Context: an optimization exercise on an open-source flow, tuned for small area. The choices shown serve that exercise and are no tape-out recipe. Function was checked by simulation only, so behaviour that the tests miss may differ from the original.

===== design.v =====
module CicInterpM5(
    input clock,
    input rst,                   
    output reg req,              
    input signed [IBITS-1:0] x_real,     
    input signed [IBITS-1:0] x_imag,
    output signed [OBITS-1:0] y_real,    
    output signed [OBITS-1:0] y_imag
    );
    parameter RRRR = 320;        
    parameter IBITS = 20;        
    parameter OBITS = 16;        
    parameter GBITS = 34;        
    localparam CBITS = IBITS + GBITS;    
    reg [8:0] counter;       
    reg signed [CBITS-1:0] x0, x1, x2, x3, x4, x5, dx0, dx1, dx2, dx3, dx4;      
    reg signed [CBITS-1:0] y1, y2, y3, y4, y5;   
    reg signed [CBITS-1:0] q0, q1, q2, q3, q4, q5, dq0, dq1, dq2, dq3, dq4;      
    reg signed [CBITS-1:0] s1, s2, s3, s4, s5;   
    wire signed [CBITS-1:0] sxtxr, sxtxi;
    assign sxtxr = {{(CBITS - IBITS){x_real[IBITS-1]}}, x_real};     
    assign sxtxi = {{(CBITS - IBITS){x_imag[IBITS-1]}}, x_imag};
    assign y_real = y5[CBITS-1 -:OBITS] + y5[(CBITS-1)-OBITS];       
    assign y_imag = s5[CBITS-1 -:OBITS] + s5[(CBITS-1)-OBITS];
    always @(posedge clock)
    begin
        if (rst)
        begin
            counter <= 0;
            req <= 0;
            x0 <= 0;
            x1 <= 0;
            x2 <= 0;
            x3 <= 0;
            x4 <= 0;
            x5 <= 0;
            q0 <= 0;
            q1 <= 0;
            q2 <= 0;
            q3 <= 0;
            q4 <= 0;
            q5 <= 0;
            y1 <= 0;
            y2 <= 0;
            y3 <= 0;
            y4 <= 0;
            y5 <= 0;
            s1 <= 0;
            s2 <= 0;
            s3 <= 0;
            s4 <= 0;
            s5 <= 0;
            dx0 <= 0;
            dx1 <= 0;
            dx2 <= 0;
            dx3 <= 0;
            dx4 <= 0;
            dq0 <= 0;
            dq1 <= 0;
            dq2 <= 0;
            dq3 <= 0;
            dq4 <= 0;
        end
        else
        begin
            if (counter == RRRR - 1)
            begin    
                counter <= 1'd0;
                x0 <= sxtxr;
                q0 <= sxtxi;
                req <= 1'd1;
                x1 <= x0 - dx0;
                x2 <= x1 - dx1;         
                x3 <= x2 - dx2;             
                x4 <= x3 - dx3;             
                x5 <= x4 - dx4;         
                dx0 <= x0;
                dx1 <= x1;
                dx2 <= x2;
                dx3 <= x3;
                dx4 <= x4;
                q1 <= q0 - dq0;
                q2 <= q1 - dq1;
                q3 <= q2 - dq2;
                q4 <= q3 - dq3;
                q5 <= q4 - dq4;
                dq0 <= q0;
                dq1 <= q1;
                dq2 <= q2;
                dq3 <= q3;
                dq4 <= q4;
            end
            else
            begin
                counter <= counter + 1'd1;
                x5 <= 0;     
                q5 <= 0;
                req <= 1'd0;
            end
            y1 <= y1 + x5;
            y2 <= y2 + y1;
            y3 <= y3 + y2;
            y4 <= y4 + y3;
            y5 <= y5 + y4;
            s1 <= s1 + q5;
            s2 <= s2 + s1;
            s3 <= s3 + s2;
            s4 <= s4 + s3;
            s5 <= s5 + s4;
        end
    end
endmodule
module cpl_cordic(
  input clock,
  input signed [WF-1:0] frequency,
  input signed [IN_WIDTH-1:0] in_data_I,
  input signed [IN_WIDTH-1:0] in_data_Q,
  output signed [WO-1:0] out_data_I,
  output signed [WO-1:0] out_data_Q
  );
parameter IN_WIDTH   = 16;  
parameter EXTRA_BITS = 5;   
parameter OUT_WIDTH = WR;   
localparam WR =  IN_WIDTH + EXTRA_BITS + 2;  
localparam WZ =  IN_WIDTH + EXTRA_BITS - 1;  
localparam STG = IN_WIDTH + EXTRA_BITS - 2;  
localparam WO = OUT_WIDTH;
localparam WF = 32;  
localparam WP = 32;  
localparam WT = 32;
wire signed [WT-1:0] atan_table [1:WT-1];
assign atan_table[01] = 32'b00100101110010000000101000111011;  
assign atan_table[02] = 32'b00010011111101100111000010110111;  
assign atan_table[03] = 32'b00001010001000100010001110101000;  
assign atan_table[04] = 32'b00000101000101100001101010000110;  
assign atan_table[05] = 32'b00000010100010111010111111000011;  
assign atan_table[06] = 32'b00000001010001011110110000111101;  
assign atan_table[07] = 32'b00000000101000101111100010101010;  
assign atan_table[08] = 32'b00000000010100010111110010100111;  
assign atan_table[09] = 32'b00000000001010001011111001011101;  
assign atan_table[10] = 32'b00000000000101000101111100110000;  
assign atan_table[11] = 32'b00000000000010100010111110011000;  
assign atan_table[12] = 32'b00000000000001010001011111001100;  
assign atan_table[13] = 32'b00000000000000101000101111100110;  
assign atan_table[14] = 32'b00000000000000010100010111110011;  
assign atan_table[15] = 32'b00000000000000001010001011111010;  
assign atan_table[16] = 32'b00000000000000000101000101111101;  
assign atan_table[17] = 32'b00000000000000000010100010111110;  
assign atan_table[18] = 32'b00000000000000000001010001011111;  
assign atan_table[19] = 32'b00000000000000000000101000110000;  
assign atan_table[20] = 32'b00000000000000000000010100011000;  
assign atan_table[21] = 32'b00000000000000000000001010001100;  
assign atan_table[22] = 32'b00000000000000000000000101000110;  
assign atan_table[23] = 32'b00000000000000000000000010100011;  
assign atan_table[24] = 32'b00000000000000000000000001010001;  
assign atan_table[25] = 32'b00000000000000000000000000101001;  
assign atan_table[26] = 32'b00000000000000000000000000010100;  
assign atan_table[27] = 32'b00000000000000000000000000001010;  
assign atan_table[28] = 32'b00000000000000000000000000000101;  
assign atan_table[29] = 32'b00000000000000000000000000000011;  
assign atan_table[30] = 32'b00000000000000000000000000000001;  
assign atan_table[31] = 32'b00000000000000000000000000000001;  
reg [WP-1:0] phase;
wire [1:0] quadrant = phase[WP-1:WP-2];
reg signed [WR-1:0] X [0:STG-1];
reg signed [WR-1:0] Y [0:STG-1];
reg signed [WZ-1:0] Z [0:STG-1];
wire signed [WR-1:0] in_data_I_ext = {{2{in_data_I[IN_WIDTH-1]}}, in_data_I, {EXTRA_BITS{1'b0}}};
wire signed [WR-1:0] in_data_Q_ext = {{2{in_data_Q[IN_WIDTH-1]}}, in_data_Q, {EXTRA_BITS{1'b0}}};
always @(posedge clock)
  begin
  case (quadrant)
    0: begin X[0] <=  in_data_I_ext - in_data_Q_ext;   Y[0] <=  in_data_I_ext + in_data_Q_ext; end
    1: begin X[0] <= -in_data_I_ext - in_data_Q_ext;   Y[0] <=  in_data_I_ext - in_data_Q_ext; end
    2: begin X[0] <= -in_data_I_ext + in_data_Q_ext;   Y[0] <= -in_data_I_ext - in_data_Q_ext; end
    3: begin X[0] <=  in_data_I_ext + in_data_Q_ext;   Y[0] <= -in_data_I_ext + in_data_Q_ext; end
  endcase
  Z[0] <= {~phase[WP-3], ~phase[WP-3], phase[WP-4:WP-WZ-1]};
  if (frequency == 1'b0)
    phase <= 1'b0;
  else
    phase <= phase + frequency;
  end
genvar n;
generate
  for (n=0; n<=(STG-2); n=n+1)
    begin : stages
    wire signed [WR-1:0] X_shr = {{(n+1){X[n][WR-1]}}, X[n][WR-1:n+1]};
    wire signed [WR-1:0] Y_shr = {{(n+1){Y[n][WR-1]}}, Y[n][WR-1:n+1]};
    wire [WZ-2-n:0] atan = atan_table[n+1][WT-2-n:WT-WZ] + atan_table[n+1][WT-WZ-1];
    wire Z_sign = Z[n][WZ-1-n];
    always @(posedge clock)
      begin
      X[n+1] <= Z_sign ? X[n] + Y_shr + Y[n][n] : X[n] - Y_shr - Y[n][n];
      Y[n+1] <= Z_sign ? Y[n] - X_shr - X[n][n] : Y[n] + X_shr + X[n][n];
      if (n < STG-2)
        begin : angles
        Z[n+1][WZ-2-n:0] <= Z_sign ? Z[n][WZ-2-n:0] + atan : Z[n][WZ-2-n:0] - atan;
        end
      end
    end
endgenerate
generate
  if (OUT_WIDTH == WR)
    begin
    assign out_data_I = X[STG-1];
    assign out_data_Q = Y[STG-1];
    end
  else
    begin
    reg signed [WO-1:0] rounded_I;
    reg signed [WO-1:0] rounded_Q;
    always @(posedge clock)
      begin
      rounded_I <= X[STG-1][WR-1 : WR-WO] + X[STG-1][WR-1-WO];
      rounded_Q <= Y[STG-1][WR-1 : WR-WO] + Y[STG-1][WR-1-WO];
      end
    assign out_data_I = rounded_I;
    assign out_data_Q = rounded_Q;
    end
endgenerate
endmodule
module tx_upconverter(
  input clk,
  input rst,
  input [31:0] frequency,
  input signed [19:0] x_real,
  input signed [19:0] x_imag,
  output req,
  output signed [15:0] out_I,
  output signed [15:0] out_Q
  );
  localparam GBITS = 31;
  localparam RRRR = 200;
  wire signed [15:0] y2_r, y2_i;
  CicInterpM5 #(.RRRR(RRRR), .IBITS(20), .OBITS(16), .GBITS(GBITS)) in2 (
    .clock(clk),
    .rst(rst),
    .req(req),
    .x_real(x_real),
    .x_imag(x_imag),
    .y_real(y2_r),
    .y_imag(y2_i)
    );
  cpl_cordic #(.OUT_WIDTH(16)) cordic_inst (
    .clock(clk),
    .frequency(frequency),
    .in_data_I(y2_i),
    .in_data_Q(y2_r),
    .out_data_I(out_I),
    .out_data_Q(out_Q)
    );
endmodule

===== run.sh =====
#!/bin/bash
# synth_recipe.tcl (not shown) runs the flow's synth.tcl, then flattens the netlist and writes it again
# the make line also repeats each setting of config.mk as NAME=value (left out here)
make -C /OpenROAD-flow-scripts/flow DESIGN_CONFIG=/design/flow/config.mk WORK_HOME=/design/flow/orfs CLKGATE_MAP_FILE= SYNTH_SCRIPT=/design/flow/synth_recipe.tcl finish

===== config.mk =====
export PLATFORM = sky130hd
export DESIGN_NAME = tx_upconverter
export DESIGN_NICKNAME = tx_upconverter
export VERILOG_FILES = /design/flow/design.v
export SDC_FILE = /design/flow/constraint.sdc
export NUM_CORES = 4
export LEC_CHECK = 0
export CAP_MARGIN = 20
export CORE_MARGIN = 2
export CORE_UTILIZATION = 40
export SLEW_MARGIN = 20

===== constraint.sdc =====
create_clock -name core_clock -period 6.0 [get_ports {clk}]
set_input_delay 1.2000 -clock core_clock [delete_from_list [all_inputs] [get_ports {clk}]]
set_output_delay 1.2000 -clock core_clock [all_outputs]
set_load 0.01 [all_outputs]

==> impl_results.html <==
<table>
<tr><th>Metric</th><th>Value</th></tr>
<tr><th colspan="2">Synthesis</th></tr>
<tr><td>Number of synthesized flops with an enable pin</td><td>0</td></tr>
<tr><td>Avg Synthesized Cell Area</td><td>7.93 um^2</td></tr>
<tr><td>Post-synthesis async set-or-reset flop share</td><td>0</td></tr>
<tr><td>Most instantiated flip-flop cell in the synthesis netlist</td><td>dfxtp_1</td></tr>
<tr><td>Number of nets produced by synthesis</td><td>30000</td></tr>
<tr><td>#FFs+latches synth</td><td>2503</td></tr>
<tr><td>Cell area after synthesis</td><td>209000 um^2</td></tr>
<tr><td>Part of the Yosys area used for sequential elements</td><td>0.240</td></tr>
<tr><td>Cells after Synth</td><td>26400</td></tr>
<tr><td>Syn. warnings</td><td>5</td></tr>
<tr><td>Synth unique cells</td><td>95</td></tr>
<tr><th colspan="2">Clock network</th></tr>
<tr><td>Clock latency at the later pin of the worst-skew pair</td><td>990 ps</td></tr>
<tr><td>Maximum clock insertion buffer count</td><td>4</td></tr>
<tr><td># resized after CTS</td><td>0</td></tr>
<tr><td>Number of sinks on the clock net</td><td>2503</td></tr>
<tr><td>Hold-fix buffer count after cts</td><td>0</td></tr>
<tr><td>CTS Buf Count</td><td>313</td></tr>
<tr><td>CTS tree</td><td>yes</td></tr>
<tr><td>Buffer cell driving the clock tree root</td><td>clkbuf_16</td></tr>
<tr><td>Clock-pin slew on the worst setup and hold paths</td><td>60 ps</td></tr>
<tr><td>H-tree levels</td><td>5</td></tr>
<tr><td>Total setup buffers inserted after CTS</td><td>0</td></tr>
<tr><th colspan="2">Die</th></tr>
<tr><td>I/O pins</td><td>107</td></tr>
<tr><td>Core Footprint</td><td>521000 um^2</td></tr>
<tr><td>Core Rows</td><td>265</td></tr>
<tr><td>Die span in y</td><td>727 um</td></tr>
<tr><td>Initial core utilization</td><td>0.402</td></tr>
<tr><td>Full die area</td><td>528000 um^2</td></tr>
<tr><td>Chip width</td><td>727 um</td></tr>
<tr><th colspan="2">Routing</th></tr>
<tr><td>Top layer in use</td><td>met4</td></tr>
<tr><td>ANT nets after route</td><td>0</td></tr>
<tr><td>Initial DRT Pass Iterations</td><td>6</td></tr>
<tr><td>Wire length on met2</td><td>238 mm</td></tr>
<tr><td>Via count</td><td>175000</td></tr>
<tr><td>Detail-routed via count per cell</td><td>5.22</td></tr>
<tr><td>WL/cell</td><td>15.6 um</td></tr>
<tr><td>Detailed-route wire length</td><td>523 mm</td></tr>
<tr><td>Routed met1 length</td><td>254 mm</td></tr>
<tr><td>Met3 Wirelength</td><td>17.4 mm</td></tr>
<tr><td>Remaining DRCs</td><td>0</td></tr>
<tr><td>Iteration-0 DRC Markers</td><td>9826</td></tr>
<tr><th colspan="2">Timing</th></tr>
<tr><td>Final total negative setup slack</td><td>0 ps</td></tr>
<tr><td>Relative max-transition margin</td><td>0.273</td></tr>
<tr><td>Setup repair after global routing missed its margin</td><td>no</td></tr>
<tr><td>Upper clock frequency limit</td><td>0.197 GHz</td></tr>
<tr><td>Transition time at the pin with the least slew margin</td><td>1090 ps</td></tr>
<tr><td>Post-route worst hold slack</td><td>325 ps</td></tr>
<tr><td>Number of setup violations in the final report</td><td>0</td></tr>
<tr><td>Count of final max-slew check failures</td><td>0</td></tr>
<tr><td>Final critical-path setup slack</td><td>929 ps</td></tr>
<tr><td>Max Clock Skew</td><td>110 ps</td></tr>
<tr><td>Final number of hold-violating endpoints</td><td>0</td></tr>
<tr><td>Final critical-path share of the clock period</td><td>0.845</td></tr>
<tr><td>Final period demand of the worst path</td><td>5070 ps</td></tr>
<tr><th colspan="2">Final layout</th></tr>
<tr><td>Share of final-layout standard cells stronger than drive strength 1</td><td>0.0323</td></tr>
<tr><td>Largest registers</td><td>cordic_inst.X: 419 flops, cordic_inst.Y: 418 flops, cordic_inst.Z: 204 flops</td></tr>
<tr><td>Final std cells w/o fill</td><td>33500</td></tr>
<tr><td>Number of flip-flops in the largest register</td><td>419</td></tr>
<tr><td>Largest reg by FF count</td><td>cordic_inst.X</td></tr>
<tr><td>Area added between synthesis and finish</td><td>9.25%</td></tr>
<tr><td>Final nets</td><td>29900</td></tr>
<tr><td>Fill cells</td><td>52300</td></tr>
<tr><th colspan="2">Global route</th></tr>
<tr><td>Initial antenna violation count</td><td>4</td></tr>
<tr><td>Total congestion overflow after global routing</td><td>0</td></tr>
<tr><td>Maximum number of pins on one net before global-route repair</td><td>213</td></tr>
<tr><td>Wire length of the first global-routing pass</td><td>851 mm</td></tr>
<tr><td>Number of global-route vias before repair</td><td>165000</td></tr>
<tr><td>Gr usage total</td><td>0.190</td></tr>
<tr><th colspan="2">Min path</th></tr>
<tr><td>Hold Crit Class</td><td>register to register</td></tr>
<tr><th colspan="2">Placed design</th></tr>
<tr><td>Cell Count Post-Placement</td><td>32900</td></tr>
<tr><td>Post-placement worst setup slack</td><td>999 ps</td></tr>
<tr><td>Post-DP HPWL</td><td>414 mm</td></tr>
<tr><td>Port Buffer Count</td><td>106</td></tr>
<tr><td>Routability cong.</td><td>0.892</td></tr>
<tr><th colspan="2">Critical path</th></tr>
<tr><td>Type of destination of the critical path</td><td>register</td></tr>
<tr><td>Worst reg-to-reg setup slack</td><td>930 ps</td></tr>
<tr><td>CP Launch Point</td><td>in2.s5[34]$_SDFF_PP0_</td></tr>
<tr><td>Max FO, Critical Path</td><td>8</td></tr>
<tr><td>Critical path data required time</td><td>6790 ps</td></tr>
<tr><td>Destination of the critical timing path</td><td>cordic_inst.X[0][21]$_DFF_P_</td></tr>
<tr><td>R2r worst-path depth</td><td>18</td></tr>
<tr><td>Crit path launch type</td><td>register</td></tr>
<tr><td>Endpoint of the worst register-to-register path</td><td>cordic_inst.X[0][21]$_DFF_P_</td></tr>
<tr><td>Arrival time worst endpoint</td><td>5870 ps</td></tr>
<tr><td>Crit Path Class</td><td>register to register</td></tr>
<tr><td>Launching point of the worst reg2reg path</td><td>in2.s5[34]$_SDFF_PP0_</td></tr>
<tr><th colspan="2">Status</th></tr>
<tr><td>Status</td><td>no timing/DRC/antenna violations</td></tr>
<tr><th colspan="2">Flow run</th></tr>
<tr><td>Max-cap check violation count</td><td>0</td></tr>
</table>
[cells in the mapped netlist (342+ instances only)]
master,n,share of area
inv_1,3255,0.058
dfxtp_1,2503,0.24
nor3_1,460,0.011
nand2b_1,345,0.010
clkbuf_1,520,0.0093
nand2_1,1931,0.035
xnor2_1,1514,0.063
o21bai_1,342,0.012
a21o_1,993,0.036
o21ai_0,2016,0.048
nor2_1,2058,0.037
ha_1,3364,0.20
a21oi_1,2147,0.051
nand3_1,396,0.0095
xor2_1,726,0.030
[layer usage]
metal  vias up  GRT usage
li1      91100          -
met1     80600      0.259
met2      2461      0.322
met3       636     0.0180
met4         0     0.0448
met5         -          0
[worst max-delay path, cell delays in order (launching register included)]
cell      delay [ps]
dfxtp_1          330
ha_1             270
ha_1             360
inv_1            170
ha_1             220
o21ai_0          140
nor3_1           710
nand3_1          180
xor2_1           210
ha_1             430
nor3_1           300
a31oi_1          160
a21oi_1          290
a221o_1          250
nand2_1          110
or3_1            320
a31oi_1          140
a211oi_1          70
a211o_1          300
[cell type report]
| type | count | area, um^2 | share of cell area |
|---|---|---|---|
| multi-input combinational | 20000 | 145000 | 0.633 |
| sequential | 2503 | 50100 | 0.220 |
| inverter | 3265 | 12300 | 0.0537 |
| clock buffer | 407 | 8720 | 0.0382 |
| tap | 6942 | 8690 | 0.0380 |
| clock inverter | 157 | 2200 | 0.00962 |
| timing repair buffer | 190 | 1820 | 0.00798 |
| antenna | 4 | 10.0 | 0.0000438 |
[stage by stage]
stage	cell area [um^2]	utilization
6_report	228000	0.439
2_1_floorplan	209000	-
3_3_place_gp	217000	0.418
3_5_place_dp	217000	0.418
4_1_cts	228000	0.439
5_1_grt	228000	0.439
[placed cells by master (no fill, tap or decap), drive strengths merged, types with 190 or more instances in the layout]
| cell | instances |
|---|---|
| xor2 | 726 |
| nor3 | 460 |
| or3 | 234 |
| xnor2 | 1514 |
| a21oi | 2147 |
| dfxtp | 2503 |
| nand3 | 396 |
| o21bai | 342 |
| nor2 | 2058 |
| nor2b | 301 |
| nand2b | 345 |
| ha | 3364 |
| inv | 3282 |
| a31oi | 234 |
| a211oi | 190 |
| clkbuf | 407 |
| a21o | 993 |
| nand2 | 1931 |
| o21ai | 2016 |
| o21a | 242 |
[logic make-up (layout without fill, tap and decap cells)]
kind of cell,count (synthesis),after routing,synth area share
and+or+nand+nor,6544,6544,0.145
other,0,4,0
xor gates and xnor gates,2240,2240,0.0939
adders and majority gates,3525,3525,0.217
DFF,2503,2503,0.240
buffers and inverters,3840,4019,0.0690
muxes,162,162,0.00931
AOI/OAI and AO/OA,7552,7552,0.226
[worst min path at each step]
stage	end	slack [ps]	cells past startpoint	start
after floorplan	cordic_inst.Z[10][0]$_DFF_P_	310	0	cordic_inst.Z[9][0]$_DFF_P_
after global placement	cordic_inst.Z[14][1]$_DFF_P_	320	0	cordic_inst.Z[13][1]$_DFF_P_
after detailed placement	cordic_inst.Z[8][2]$_DFF_P_	310	0	cordic_inst.Z[7][2]$_DFF_P_
after CTS	cordic_inst.Z[8][2]$_DFF_P_	330	0	cordic_inst.Z[7][2]$_DFF_P_
after global routing	cordic_inst.Z[8][2]$_DFF_P_	330	0	cordic_inst.Z[7][2]$_DFF_P_
final	cordic_inst.Z[8][2]$_DFF_P_	320	0	cordic_inst.Z[7][2]$_DFF_P_

## port drivers added, routing unchanged
The results above use ideal ports. As a check the final layout listed here was re-extracted and re-timed, cells and wires unchanged. Step 1, drivers: a clkbuf_16 drives clk and a buf_2 each remaining input, both assumed. Step 2, shift: input delay + t, output delay - t, t = (earliest + latest rising clock arrival at the registers) / 2. This alone moves slack from input paths to output paths. a / b / c = no drivers / after step 1 / after step 2; a / b = the first two.
t, ns: 1.075
slack for setup (ns): 0.929 / 0.929 / 0.929
slew at the worst register clock pin (ns): 0.07 / 0.07
worst data-port slew with drivers (ns): 0.11
After both steps setup and hold are still met in this run. For this run, drivers alone change the setup slack by 0.000 ns; drivers and shift together by 0.000 ns.
